Source: an optimization exercise on an open RTL-to-GDS flow (aim: small area). Production flows keep margins and buffers that such runs may drop. At most, simulation tests tie the RTL to the original design; equivalence was not proved. Only the layout flow was run in run 2; the RTL was not checked for function there. No activity file was given, so power comes from the tool's default toggle rates.

===== flow/config.mk =====
export PLATFORM = sky130hd
export DESIGN_NAME = easy_fifo_sync
export DESIGN_NICKNAME = easy_fifo_sync
export VERILOG_FILES = /design/flow/design.v
export SDC_FILE = /design/flow/constraint.sdc
export NUM_CORES = 4
export LEC_CHECK = 0
export CAP_MARGIN = 20
export CORE_MARGIN = 2
export CORE_UTILIZATION = 55
export PLACE_DENSITY = 0.7
export SLEW_MARGIN = 20
export SYNTH_HIERARCHICAL = 1
export SYNTH_MINIMUM_KEEP_SIZE = 0

===== flow/constraint.sdc =====
create_clock -name core_clock -period 6.0 [get_ports {clk}]
set_input_delay 1.2000 -clock core_clock [delete_from_list [all_inputs] [get_ports {clk}]]
set_output_delay 1.2000 -clock core_clock [all_outputs]
set_load 0.01 [all_outputs]

===== flow/design.v =====
`timescale 1ns/1ps
module fifo_aoi222 (
	input logic a0, b0, a1, b1, a2, b2,
	output logic y
);
	assign y = ~((a0 & b0) | (a1 & b1) | (a2 & b2));
endmodule
module fifo_oai22 (
	input logic a0, b0, a1, b1,
	output logic y
);
	assign y = ~((a0 | b0) & (a1 | b1));
endmodule
module fifo_nor4 (
	input logic a, b, c, d,
	output logic y
);
	assign y = ~(a | b | c | d);
endmodule
module fifo_nand4 (
	input logic a, b, c, d,
	output logic y
);
	assign y = ~(a & b & c & d);
endmodule
module fifo_nand2 (
	input logic a, b,
	output logic y
);
	assign y = ~(a & b);
endmodule
module fifo_inv (
	input logic a,
	output logic y
);
	assign y = ~a;
endmodule
module fifo_oa22 (
	input logic a0, b0, a1, b1,
	output logic y
);
	assign y = (a0 | b0) & (a1 | b1);
endmodule
`timescale 1ns/1ps
module easy_fifo_sync #
(
    parameter int DWIDTH = 32,
    parameter int DEPTH = 64,
    parameter int INPUT_REG = 0,
    parameter int OUTPUT_REG = 0
)
(
    input logic rst,
    input logic clk,
    input logic [DWIDTH-1:0] wr_data,
    input logic wr_en,
    output logic wr_full,
    input logic rd_en,
    output logic [DWIDTH-1:0] rd_data,
    output logic rd_empty,
	output logic [$clog2(DEPTH):0] fifo_cnt
);
	localparam int CW = $clog2(DEPTH) + 1;  
	localparam int NBUF = 3;                
	localparam int RING = DEPTH - NBUF;     
	localparam int AW = $clog2(RING);       
	localparam int SEG = 4;                 
	localparam int NSEG = (RING + SEG - 1) / SEG;  
	localparam int LAST = RING - 1;         
	logic [DWIDTH-1:0] ring [RING-1:0];
	logic [DWIDTH-1:0] buf_w [NBUF-1:0];
	logic [AW-1:0] hp;                      
	logic [AW-1:0] tp;                      
	logic [AW-1:0] n;                       
	logic [AW-1:0] n_next;
	logic ring_empty;                       
	logic [1:0] bc;                         
	logic wr_prev, rd_prev;                 
	logic [CW-1:0] held;
	logic ring_full, from_buf, at_tap;
	logic wr_acc, rd_acc, rd_ring, rd_wait;
	logic [AW-1:0] ins_pos;
	logic can_ins, ins, take, store;
	logic [AW-1:0] hp_inc, ins_pos_inc;     
	logic store_n;
	logic [NBUF-1:0] buf_sel;               
	logic [NSEG-1:0] ins_seg;               
	logic [NSEG-1:0] ins_seg_n;
	logic [NSEG-1:0] tap_sel;               
	logic [DWIDTH-1:0] src, src_n;          
	logic [DWIDTH-1:0] ring_d [NSEG-1:0];   
	assign held = fifo_cnt + CW'(wr_prev) - CW'(rd_prev);
	assign wr_full = held[CW-1];            
	assign wr_acc = wr_en & ~wr_full;
	assign ring_full = n == AW'(RING);
	assign from_buf = bc != '0;
	assign at_tap = (hp[1:0] == 2'b11) | (hp == AW'(LAST));
	always_comb
		for (int k = 0; k < NSEG; k++)
			tap_sel[k] = ~ring_empty && hp == ((k == 0) ? AW'(LAST) : AW'(k * SEG - 1));
	assign rd_empty = ring_empty ? ~(from_buf | wr_en) : ~at_tap;
	assign rd_acc = rd_en & ~rd_empty;
	assign rd_ring = rd_acc & ~ring_empty;
	assign rd_wait = rd_acc & ring_empty;
	assign ins_pos = ring_empty ? AW'(LAST) : tp;
	assign hp_inc = (hp == AW'(LAST)) ? '0 : hp + 1'b1;
	assign ins_pos_inc = (ins_pos == AW'(LAST)) ? '0 : ins_pos + 1'b1;
	assign can_ins = (ins_pos[1:0] == 2'b00) & (~ring_full | rd_ring);
	assign ins = (from_buf | wr_acc) & can_ins & ~rd_wait;
	assign take = ins | rd_wait;
	assign n_next = n + AW'(ins) - AW'(rd_ring);
	always_comb
		for (int k = 0; k < NSEG; k++)
			ins_seg[k] = ins && ins_pos[AW-1:2] == (AW-2)'(k);
	assign ins_seg_n = ~ins_seg;
	assign store = wr_acc & ~(take & ~from_buf);
	assign store_n = ~store;
	always_comb
		for (int i = 0; i < NBUF; i++)
			buf_sel[i] = bc == 2'(i + 1);
	always_ff @(posedge clk) begin
		if (rst) begin
			n <= '0;
			ring_empty <= 1'b1;
			hp <= '0;
			tp <= '0;
			bc <= '0;
			fifo_cnt <= '0;
			wr_prev <= 1'b0;
			rd_prev <= 1'b0;
		end
		else begin
			n <= n_next;
			ring_empty <= n_next == '0;
			hp <= ring_empty ? AW'(LAST) : (rd_ring ? hp : hp_inc);
			tp <= ins ? ins_pos : ins_pos_inc;
			bc <= bc + 2'(store) - 2'(take & from_buf);
			fifo_cnt <= held;
			wr_prev <= wr_acc;
			rd_prev <= rd_acc;
		end
	end
	always_ff @(posedge clk) begin
		for (int p = 0; p < RING; p++)
			if (p % SEG == 0)
				ring[p] <= ring_d[p / SEG];
			else
				ring[p] <= ring[p-1];
	end
	for (genvar b = 0; b < DWIDTH; b++) begin : g_bit
		for (genvar i = 0; i < NBUF; i++) begin : g_buf
			logic d;
			fifo_oa22 u_buf (.a0(store), .b0(buf_w[i][b]), .a1(store_n),
				.b1((i == 0) ? wr_data[b] : buf_w[(i == 0) ? 0 : i - 1][b]), .y(d));
			always_ff @(posedge clk)
				buf_w[i][b] <= d;
		end
		logic src_buf_n, src_in_n;
		fifo_aoi222 u_src0 (.a0(buf_sel[0]), .b0(buf_w[0][b]), .a1(buf_sel[1]), .b1(buf_w[1][b]),
			.a2(buf_sel[2]), .b2(buf_w[2][b]), .y(src_buf_n));
		fifo_nand2 u_src1 (.a(~from_buf), .b(wr_data[b]), .y(src_in_n));
		fifo_nand2 u_src (.a(src_buf_n), .b(src_in_n), .y(src[b]));
		fifo_inv u_srcn (.a(src[b]), .y(src_n[b]));
		for (genvar k = 0; k < NSEG; k++) begin : g_ins
			fifo_oai22 u_ins (.a0(ins_seg[k]), .b0(ring[(k * SEG + RING - 1) % RING][b]),
				.a1(ins_seg_n[k]), .b1((k % 2 == 1) ? src[b] : src_n[b]), .y(ring_d[k][b]));
		end
		logic ev0, ev1, ev2, od0, od1, od2, od3, od_n;
		fifo_aoi222 u_ev0 (.a0(tap_sel[1]), .b0(ring[3][b]), .a1(tap_sel[3]), .b1(ring[11][b]),
			.a2(tap_sel[5]), .b2(ring[19][b]), .y(ev0));
		fifo_aoi222 u_ev1 (.a0(tap_sel[7]), .b0(ring[27][b]), .a1(tap_sel[9]), .b1(ring[35][b]),
			.a2(tap_sel[11]), .b2(ring[43][b]), .y(ev1));
		fifo_aoi222 u_ev2 (.a0(tap_sel[13]), .b0(ring[51][b]), .a1(tap_sel[15]), .b1(ring[59][b]),
			.a2(ring_empty), .b2(src[b]), .y(ev2));
		fifo_oai22 u_od0 (.a0(~tap_sel[0]), .b0(ring[60][b]), .a1(~tap_sel[2]), .b1(ring[7][b]), .y(od0));
		fifo_oai22 u_od1 (.a0(~tap_sel[4]), .b0(ring[15][b]), .a1(~tap_sel[6]), .b1(ring[23][b]), .y(od1));
		fifo_oai22 u_od2 (.a0(~tap_sel[8]), .b0(ring[31][b]), .a1(~tap_sel[10]), .b1(ring[39][b]), .y(od2));
		fifo_oai22 u_od3 (.a0(~tap_sel[12]), .b0(ring[47][b]), .a1(~tap_sel[14]), .b1(ring[55][b]), .y(od3));
		fifo_nor4 u_od (.a(od0), .b(od1), .c(od2), .d(od3), .y(od_n));
		fifo_nand4 u_rd (.a(od_n), .b(ev0), .c(ev1), .d(ev2), .y(rd_data[b]));
	end
endmodule

===== flow/flow/run.sh =====
#!/bin/bash
# Standard layout (the standard.sh) with three changes:
#  - after floorplan every combinational cell is set to its smallest drive
#    strength (flow/downsize.tcl); the resizer upsizes only where needed;
#  - ports are buffered with buf_1 instead of the default buffer cell;
#  - the clock tree uses fewer, larger sink clusters driven by clkbuf_16 and no
#    dummy loads.
set -o pipefail
export POST_FLOORPLAN_TCL="$PWD/flow/downsize.tcl"
export BUFFER_PORTS_ARGS="-buffer_cell sky130_fd_sc_hd__buf_1"
export CTS_ARGS="-sink_clustering_enable -repair_clock_nets -dont_use_dummy_load -sink_clustering_size 28 -sink_clustering_max_diameter 80 -sink_clustering_buffer sky130_fd_sc_hd__clkbuf_16 -buf_list sky130_fd_sc_hd__clkbuf_16"
bash standard.sh finish > standard.log 2>&1

===== flow/flow/downsize.tcl =====
# Swap every combinational cell to the smallest drive strength of its kind;
# the resizer later upsizes only where slew, capacitance or timing needs it.
set n_swapped 0
foreach inst [get_cells *] {
  set master [get_property $inst ref_name]
  if {![regexp {^(sky130_fd_sc_hd__[a-z0-9]+)_([0-9]+)$} $master -> base size]} { continue }
  if {[regexp {df|dl|edf|sdf|clk|tap|fill|decap|conb|diode} $base]} { continue }
  foreach s {0 1} {
    if {$s >= $size} { break }
    set cand [get_lib_cells -quiet */${base}_$s]
    if {[llength $cand] > 0 && [lsearch $::env(DONT_USE_CELLS) ${base}_$s] < 0} {
      replace_cell $inst [get_full_name [lindex $cand 0]]
      incr n_swapped
      break
    }
  }
}
puts "downsize: swapped $n_swapped cells"

===== flow/standard.sh =====
#!/bin/bash
# synth_recipe.tcl (not shown) runs the flow's synth.tcl, then flattens the netlist and writes it again
# the make line also repeats each setting of config.mk as NAME=value (left out here)
make -C /OpenROAD-flow-scripts/flow DESIGN_CONFIG=/design/flow/config.mk WORK_HOME=/design/flow/orfs CLKGATE_MAP_FILE= SYNTH_SCRIPT=/design/flow/synth_recipe.tcl "${@:-finish}"

==> results of run 1 <==
[cell families after synthesis]
family,Yosys count,share of synthesized area [%]
XOR/XNOR,12,0.208
multiplexers,2,0.0496
adder cells (fa/ha/maj),23,0.600
buffers and inverters,79,0.623
AO/OA/AOI/OAI,917,12.9
AND/OR/NAND/NOR,268,3.18
flip-flops,2078,82.5
[area by class of cell]
class / instances / area (µm²)
Timing Repair Buffer: 146 / 836
Clock buffer: 86 / 2150
Multi-Input combinational cell: 1222 / 8410
Fill cell: 6955 / 36500
Inverter: 64 / 243
Sequential cell: 2078 / 41600
Tap cell: 1186 / 1480
[cells in the mapped netlist (5+ instances only)]
| master | number |
|---|---|
| a222oi_1 | 128 |
| a21oi_1 | 19 |
| o22a_1 | 96 |
| o22ai_1 | 641 |
| nand3_1 | 13 |
| nand4_1 | 37 |
| xnor2_1 | 7 |
| nor2b_1 | 13 |
| nor2_1 | 32 |
| ha_1 | 21 |
| clkbuf_1 | 7 |
| dfxtp_1 | 2078 |
| and3_1 | 6 |
| xor2_1 | 5 |
| nand2_1 | 92 |
| and2_1 | 9 |
| inv_1 | 61 |
| nor3_1 | 13 |
| nor4_2 | 33 |
[sequential cells by signal, summed over array words and instances (netlist names)]
register / count
bc: 2
buf_w: 96
fifo_cnt: 7
hp: 6
n: 6
rd_prev: 1
ring: 1952
ring_empty: 1
tp: 6
wr_prev: 1
[stage by stage]
stage / area (µm²) / utilization [%]
CTS: 54700 / 60.0
finish: 54700 / 60.0
floorplan: 50400 / -
global route: 54700 / 60.0
detailed placement: 52600 / 57.6
global placement: 52600 / 57.6
[worst min path at each step]
stage / to / slack (ps)
final: ring[30][5] / 280
after global routing: ring[30][5] / 280
after CTS: ring[11][4] / 290
after detailed placement: ring[49][31] / 310
after global placement: ring[10][12] / 310
after floorplan: ring[10][0] / 310
[per-module statistics from Yosys (local to each module, per instance)]
module          cell area [µm²]  flops+latches
fifo_oa22                  8.76              0
fifo_inv                   3.75              0
easy_fifo_sync            43400           2078
fifo_nand2                 3.75              0
fifo_aoi222                10.0              0
fifo_oai22                 6.26              0
fifo_nand4                 6.26              0
fifo_nor4                  12.5              0
[routing by layer]
metal / vias up / global-route usage [%] / routed length, µm
met1: 14118 / 38.8 / 55500
met2: 1531 / 38.9 / 53800
met3: 360 / 4.91 / 12800
li1: 12893 / - / -
met5: - / 0 / 13
met4: 2 / 10.1 / 5440
[critical path, delay by kind of cell (launching register included)]
kind | cells | cell delay [ps]
fa+ha+maj | 1 | 360
buf+inv | 2 | 720
flops | 1 | 360
compound gates | 1 | 250
simple gates | 5 | 1660
[power by group through the flow]
stage / Clock [W] / Combinational [W] / Sequential [W]
CTS: 0.00650 / 0.00559 / 0.0217
floorplan: 0 / 0.00374 / 0.0211
global route: 0.00697 / 0.00605 / 0.0222
finish: 0.00644 / 0.00565 / 0.0217
global placement: 0 / 0.00545 / 0.0217
detailed placement: 0 / 0.00555 / 0.0219
==> results.ini, run 1 <==
[status]
status=no timing/DRC/antenna violations

[critical_path]
cp_max_fo=17
cp_slowest_stage_delay_ps=780
crit_type=register to output pin
rrSetupSlack_ps=1650
cp_data_arrival_time_ps=3960
crit_start=hp[1]
cp_slowest_cell=nand3_2
rr_startpoint=wr_prev
worstPathRequired_ps=4800
cp_cell_sequence=ha_1 -> nand2_1 -> nor3_1 -> nand3_2 -> buf_4 -> o22ai_1 -> nor4_1 -> nand4_1 -> buf_1
end_kind=output pin
timing.rr.end=ring[20][14]
crit_path_end=rd_data[18]
start_kind=register
reg2regPathDepth=16

[sta]
worst_pin_slew_ps=1160
final.period_utilization_pct=85.9
rsz0062_at_grt=no
fin_skew_ps=123
drv_slew=0
slew_headroom_pct=22.3
finalSetupViolations=0
fin_setup_tns_ps=0
min_period_ps=5160
finalHoldViolations=0
timing.hold.ws_ps=282
fmax_mhz=194
worst_slack_ps=844

[grt]
grt_pass1_wl_mm=181
grt_max_degree=75
grt_pass1_vias=27568
grt_usage_pct=26.4
antenna_found_initial=1
grt-ovfl-total=0

[power]
p_seq_share_pct=64.2
peakVddDrop_mv=0.404
p_leak_nw=21.5
p_switching_w=0.00950
report.power.total_w=0.0338
p_comb_share_pct=16.7
power_frac_clock_pct=19.1
p_int_w=0.0243
cellPowerDensity_nw_per_um2=617
switching_share_pct=28.1

[layout]
diodes=0
layout_common_cells=2077 x dfxtp_1, 641 x o22ai_1, 128 x a222oi_1
layout_commonest_cell=dfxtp_1
synthToLayoutAreaGrowth_pct=8.49
fin_nets=3657
drive_gt1_share_pct=5.76
final_cells=4782

[clock_network]
clk_pin_slew_ps=100
post_cts_buffers=0
cts_buffers=86
cts.root.buffer_cell=clkbuf_16
clockBufferDepth=3
cts_tree=done
cts_resized=0
h-tree-depth=3
clk_latency_ps=690
clock_sinks=2078
ctsHoldBuffers=0

[die]
die_area_um2=94200
die-width_um=307
die_y_um=307
io_pins=77
core_um2=91200
start_util_pct=55.3
rows=111

[yosys]
ys_seq_area_share_pct=82.5
synth_area_leaders=dfxtp_1 82%, o22ai_1 7.9%, a222oi_1 2.5%
synth.avg_cell_area_um2=14.9
ys_types=63
ys_seq_elements=2078
synth_top_cell_area_share_pct=82.5
synth_largest_area_cell=dfxtp_1
syn-cell-area_um2=50400
synth_top_flop_cell=dfxtp_1
syn_inst=3379
synth_edf_count=0
yosys_warnings=12
syn_nets=3438
async_flop_share_pct=0

[job]
cap_violations=0

[drt]
routed_wl_mm=128
drt-pass1-iter-count=9
vias=28904
final_antenna_net_count=0
dr.first_iter.drc_count=3804
routedWlPerCell_um=26.7
drc=0
avgViaCountPerCell=6.04

[placed_design]
io_buffers=76
place_inst=4696
pre_cts_ws_ps=1540
gp_congestion=0.835
dp_hpwl_mm=73.4

[worst_hold_path]
hold_path.class=register to register
hp-start=ring[29][5]
min_path_cells=0

==> inputs of run 2 (changes only) <==
--- a/flow/design.v
+++ b/flow/design.v
@@ -72,17 +72,17 @@
 	logic [AW-1:0] hp;                      
 	logic [AW-1:0] tp;                      
 	logic [AW-1:0] n;                       
-	logic [AW-1:0] n_next;
-	logic ring_empty;                       
 	logic [1:0] bc;                         
+	logic [1:0] br;                         
 	logic wr_prev, rd_prev;                 
 	logic [CW-1:0] held;
-	logic ring_full, from_buf, at_tap;
+	logic ring_empty, ring_full, from_buf, at_tap;
 	logic wr_acc, rd_acc, rd_ring, rd_wait;
 	logic [AW-1:0] ins_pos;
 	logic can_ins, ins, take, store;
+	logic [1:0] bw;                         
 	logic [AW-1:0] hp_inc, ins_pos_inc;     
-	logic store_n;
+	logic [NBUF-1:0] buf_we, buf_we_n;
 	logic [NBUF-1:0] buf_sel;               
 	logic [NSEG-1:0] ins_seg;               
 	logic [NSEG-1:0] ins_seg_n;
@@ -92,6 +92,7 @@
 	assign held = fifo_cnt + CW'(wr_prev) - CW'(rd_prev);
 	assign wr_full = held[CW-1];            
 	assign wr_acc = wr_en & ~wr_full;
+	assign ring_empty = n == '0;
 	assign ring_full = n == AW'(RING);
 	assign from_buf = bc != '0;
 	assign at_tap = (hp[1:0] == 2'b11) | (hp == AW'(LAST));
@@ -108,33 +109,40 @@
 	assign can_ins = (ins_pos[1:0] == 2'b00) & (~ring_full | rd_ring);
 	assign ins = (from_buf | wr_acc) & can_ins & ~rd_wait;
 	assign take = ins | rd_wait;
-	assign n_next = n + AW'(ins) - AW'(rd_ring);
 	always_comb
 		for (int k = 0; k < NSEG; k++)
 			ins_seg[k] = ins && ins_pos[AW-1:2] == (AW-2)'(k);
 	assign ins_seg_n = ~ins_seg;
 	assign store = wr_acc & ~(take & ~from_buf);
-	assign store_n = ~store;
+	always_comb begin
+		logic [2:0] s;
+		s = {1'b0, br} + {1'b0, bc};
+		bw = (s >= 3'(NBUF)) ? 2'(s - 3'(NBUF)) : s[1:0];
+	end
 	always_comb
-		for (int i = 0; i < NBUF; i++)
-			buf_sel[i] = bc == 2'(i + 1);
+		for (int i = 0; i < NBUF; i++) begin
+			buf_we[i] = store && bw == 2'(i);
+			buf_sel[i] = from_buf && br == 2'(i);
+		end
+	assign buf_we_n = ~buf_we;
 	always_ff @(posedge clk) begin
 		if (rst) begin
 			n <= '0;
-			ring_empty <= 1'b1;
 			hp <= '0;
 			tp <= '0;
 			bc <= '0;
+			br <= '0;
 			fifo_cnt <= '0;
 			wr_prev <= 1'b0;
 			rd_prev <= 1'b0;
 		end
 		else begin
-			n <= n_next;
-			ring_empty <= n_next == '0;
+			n <= n + AW'(ins) - AW'(rd_ring);
 			hp <= ring_empty ? AW'(LAST) : (rd_ring ? hp : hp_inc);
 			tp <= ins ? ins_pos : ins_pos_inc;
 			bc <= bc + 2'(store) - 2'(take & from_buf);
+			if (take & from_buf)
+				br <= (br == 2'(NBUF - 1)) ? '0 : br + 1'b1;
 			fifo_cnt <= held;
 			wr_prev <= wr_acc;
 			rd_prev <= rd_acc;
@@ -150,8 +158,7 @@
 	for (genvar b = 0; b < DWIDTH; b++) begin : g_bit
 		for (genvar i = 0; i < NBUF; i++) begin : g_buf
 			logic d;
-			fifo_oa22 u_buf (.a0(store), .b0(buf_w[i][b]), .a1(store_n),
-				.b1((i == 0) ? wr_data[b] : buf_w[(i == 0) ? 0 : i - 1][b]), .y(d));
+			fifo_oa22 u_buf (.a0(buf_we[i]), .b0(buf_w[i][b]), .a1(buf_we_n[i]), .b1(wr_data[b]), .y(d));
 			always_ff @(posedge clk)
 				buf_w[i][b] <= d;
 		end
--- a/flow/flow/run.sh
+++ b/flow/flow/run.sh
@@ -8,5 +8,5 @@
 set -o pipefail
 export POST_FLOORPLAN_TCL="$PWD/flow/downsize.tcl"
 export BUFFER_PORTS_ARGS="-buffer_cell sky130_fd_sc_hd__buf_1"
-export CTS_ARGS="-sink_clustering_enable -repair_clock_nets -dont_use_dummy_load -sink_clustering_size 28 -sink_clustering_max_diameter 80 -sink_clustering_buffer sky130_fd_sc_hd__clkbuf_16 -buf_list sky130_fd_sc_hd__clkbuf_16"
+export CTS_ARGS="-sink_clustering_enable -repair_clock_nets -dont_use_dummy_load -sink_clustering_size 30 -sink_clustering_max_diameter 60 -sink_clustering_buffer sky130_fd_sc_hd__clkbuf_16 -buf_list sky130_fd_sc_hd__clkbuf_16"
 bash standard.sh finish > standard.log 2>&1
==> run 2 against run 1 <==
Non-clock buffer count grew 6. Via count grew 3.4%. Clock-buffer cell count grew 14. Final cell count grew 0.96%. Clock skew shrank 38 ps. Fmax shrank 7.0%. Largest cell class unchanged. Area after synthesis grew 0.17%. Critical path depth grew 2. Still clean. Die area grew 0.17%. Synthesized cell count grew 0.62%.
==> results.ini, run 2 <==
[sta]
worst_pin_slew_ps=1240
min_period_ps=5540
drv_slew=0
fmax_mhz=180
fin_setup_tns_ps=0
timing.hold.ws_ps=253
final.period_utilization_pct=92.4
finalHoldViolations=0
finalSetupViolations=0
worst_slack_ps=456
slew_headroom_pct=17.6
rsz0062_at_grt=no
fin_skew_ps=85.1

[yosys]
synth_largest_area_cell=dfxtp_1
ys_types=55
synth.avg_cell_area_um2=14.9
ys_seq_area_share_pct=82.4
syn_nets=3464
synth_top_flop_cell=dfxtp_1
synth_area_leaders=dfxtp_1 82%, o22ai_1 7.9%, a222oi_1 2.5%
ys_seq_elements=2079
syn_inst=3400
syn-cell-area_um2=50500
synth_most_common_cell=dfxtp_1
async_flop_share_pct=0
synth_top_cell_area_share_pct=82.4
synth_edf_count=0
synth_common_cells=2079 x dfxtp_1, 640 x o22ai_1, 128 x a222oi_1
yosys_warnings=12

[clock_network]
cts_tree=done
cts_resized=0
ctsHoldBuffers=0
clockBufferDepth=3
cts.root.buffer_cell=clkbuf_16
clk_latency_ps=700
h-tree-depth=3
clk_pin_slew_ps=100
cts_buffers=100
clock_sinks=2079
post_cts_buffers=0

[drt]
drt-pass1-iter-count=10
drc=0
final_antenna_net_count=0
avgViaCountPerCell=6.19
routedWlPerCell_um=27.6
routed_wl_mm=133
dr.first_iter.drc_count=3977
vias=29877

[layout]
largest_register_ffs=1952
layout_commonest_cell=dfxtp_1
drive_gt1_share_pct=6.40
reg_top3=ring (1952), buf_w (96), fifo_cnt (7)
largest_register=ring
stdcell_area_um2=55400
layout_common_cells=2079 x dfxtp_1, 640 x o22ai_1, 128 x a222oi_1
synthToLayoutAreaGrowth_pct=9.61
fin_util_pct=60.6
fin_nets=3705

[grt]
grt_pass1_wl_mm=188
grt_usage_pct=27.5
grt_pass1_vias=28598
antenna_found_initial=2
grt-ovfl-total=0
grt_max_degree=48

[job]
cap_violations=0

[power]
p_leak_nw=21.7
peakVddDrop_mv=0.483
cellPowerDensity_nw_per_um2=628

[placed_design]
dp_hpwl_mm=77.8
place_area_um2=52900
io_buffers=76
gp_congestion=0.827
pre_cts_ws_ps=1210

[critical_path]
cp_cell_sequence=inv_1 -> ha_1 -> nand4bb_1 -> buf_4 -> inv_2 -> nor3_1 -> nor2b_4 -> buf_4 -> a222oi_1 -> nand4_1 -> buf_1
cp_max_fo=22
cp_slowest_stage_delay_ps=1030
cp_data_arrival_time_ps=4340
critical_path.top_delay_family=simple AND/OR/NAND/NOR gates
crit_top_cell=buf_4
path_buf_inv=5
cp_slowest_cell=nor2b_4
crit_type=register to output pin
rrSetupSlack_ps=1080
worstPathRequired_ps=4800
end_kind=output pin
start_kind=register

[die]
die_area_um2=94300
rows=111
io_pins=77
core_um2=91400
die-width_um=307
die_y_um=307
start_util_pct=55.3

[status]
status=no timing/DRC/antenna violations

[worst_hold_path]
hold_path.class=register to register

-- run 2: routing by layer --
metal | GRT usage [%] | routed length (µm) | up-vias
li1 | - | - | 12997
met1 | 39.4 | 57300 | 14852
met2 | 40.8 | 56700 | 1688
met3 | 6.49 | 14000 | 340
met4 | 10.1 | 5250 | 0
met5 | 0 | 0 | -
-- run 2: worst paths after layout --
path / from / to / depth (start not counted)
worst max register to register: wr_prev / ring[32][3] / 13
worst min-delay path: ring[46][15] / ring[47][15] / 0
worst max-delay path: n[2] / rd_data[30] / 11
worst min register to register: ring[46][15] / ring[47][15] / 0
-- run 2: per-module statistics from Yosys (local to each module, per instance) --
module / flip-flops and latches / cells inside / copies in the design / cell area [µm²]
easy_fifo_sync: 2079 / 2376 / 1 / 43400
fifo_aoi222: 0 / 1 / 128 / 10.0
fifo_inv: 0 / 1 / 32 / 3.75
fifo_nand2: 0 / 1 / 64 / 3.75
fifo_nand4: 0 / 1 / 32 / 6.26
fifo_nor4: 0 / 1 / 32 / 12.5
fifo_oa22: 0 / 1 / 96 / 8.76
fifo_oai22: 0 / 1 / 640 / 6.26
-- run 2: kinds of logic (layout without fill, tap and decap cells) --
kind of cell	after synthesis	in the layout	synth area share (%)
muxes	3	3	0.0594
adders and majority gates	28	28	0.738
AOI/OAI and AO/OA	918	918	12.9
other	0	3	0
buffers and inverters	77	316	0.577
DFF	2079	2079	82.4
and+or+nand+nor	283	283	3.18
xor gates and xnor gates	12	12	0.208
-- run 2: area by class of cell --
type                            instances  area [µm²]
Antenna cell                            3        7.51
Clock buffer                          100        2500
Fill cell                            6930       36000
Inverter                               64         240
Multi-Input combinational cell       1244        8640
Sequential cell                      2079       41600
Tap cell                             1186        1480
Timing Repair Buffer                  152         893
-- run 2: through the flow --
| stage | power, W | std cells |
|---|---|---|
| 3_3_place_gp | 0.0275 | 4725 |
| 5_1_grt | 0.0361 | 4826 |
| 3_5_place_dp | 0.0278 | 4725 |
| 4_1_cts | 0.0346 | 4825 |
| 6_report | 0.0348 | 4828 |
| 2_1_floorplan | 0.0248 | 3400 |
-- run 2: worst register-to-register path, delay by kind of cell, from the launching register on --
family	cells	cell delay, ps
compound gates	4	1020
fa+ha+maj	3	880
buf+inv	3	550
flops	1	310
simple gates	3	2050
-- run 2: power by group --
part	total (W)	switching, W	internal, W
Clock	0.00692	0.00395	0.00297
Sequential	0.0215	0.00211	0.0194
Combinational	0.00633	0.00404	0.00228
Total	0.0348	0.0101	0.0247

[static timing again, ports no longer ideal]
Ports are ideal in the flow. The routed layouts listed here were re-timed in OpenROAD.
Step 1 sets driving cells, clkbuf_16 on the clock port and buf_2 on the other inputs (assumed; they add their load-dependent delay and slew).
Step 2 adds t to the input delays and takes it off the output delays; t is the mean of the earliest and latest rising clock arrival at the registers after step 1. Input paths then give back, and output paths get back, about the clock's delay inside the block.
a / b / c = ideal ports / drivers / drivers and shift; a / b = the first two.
run | shift t [ns] | slack for setup (ns) | pins driven straight from the clock port
run 1 | 0.695 | 0.844 / 0.776 / 1.470 | 1
run 2 | 0.742 | 0.456 / 0.385 / 1.078 | 1
After both steps setup and hold are still met in every run listed.
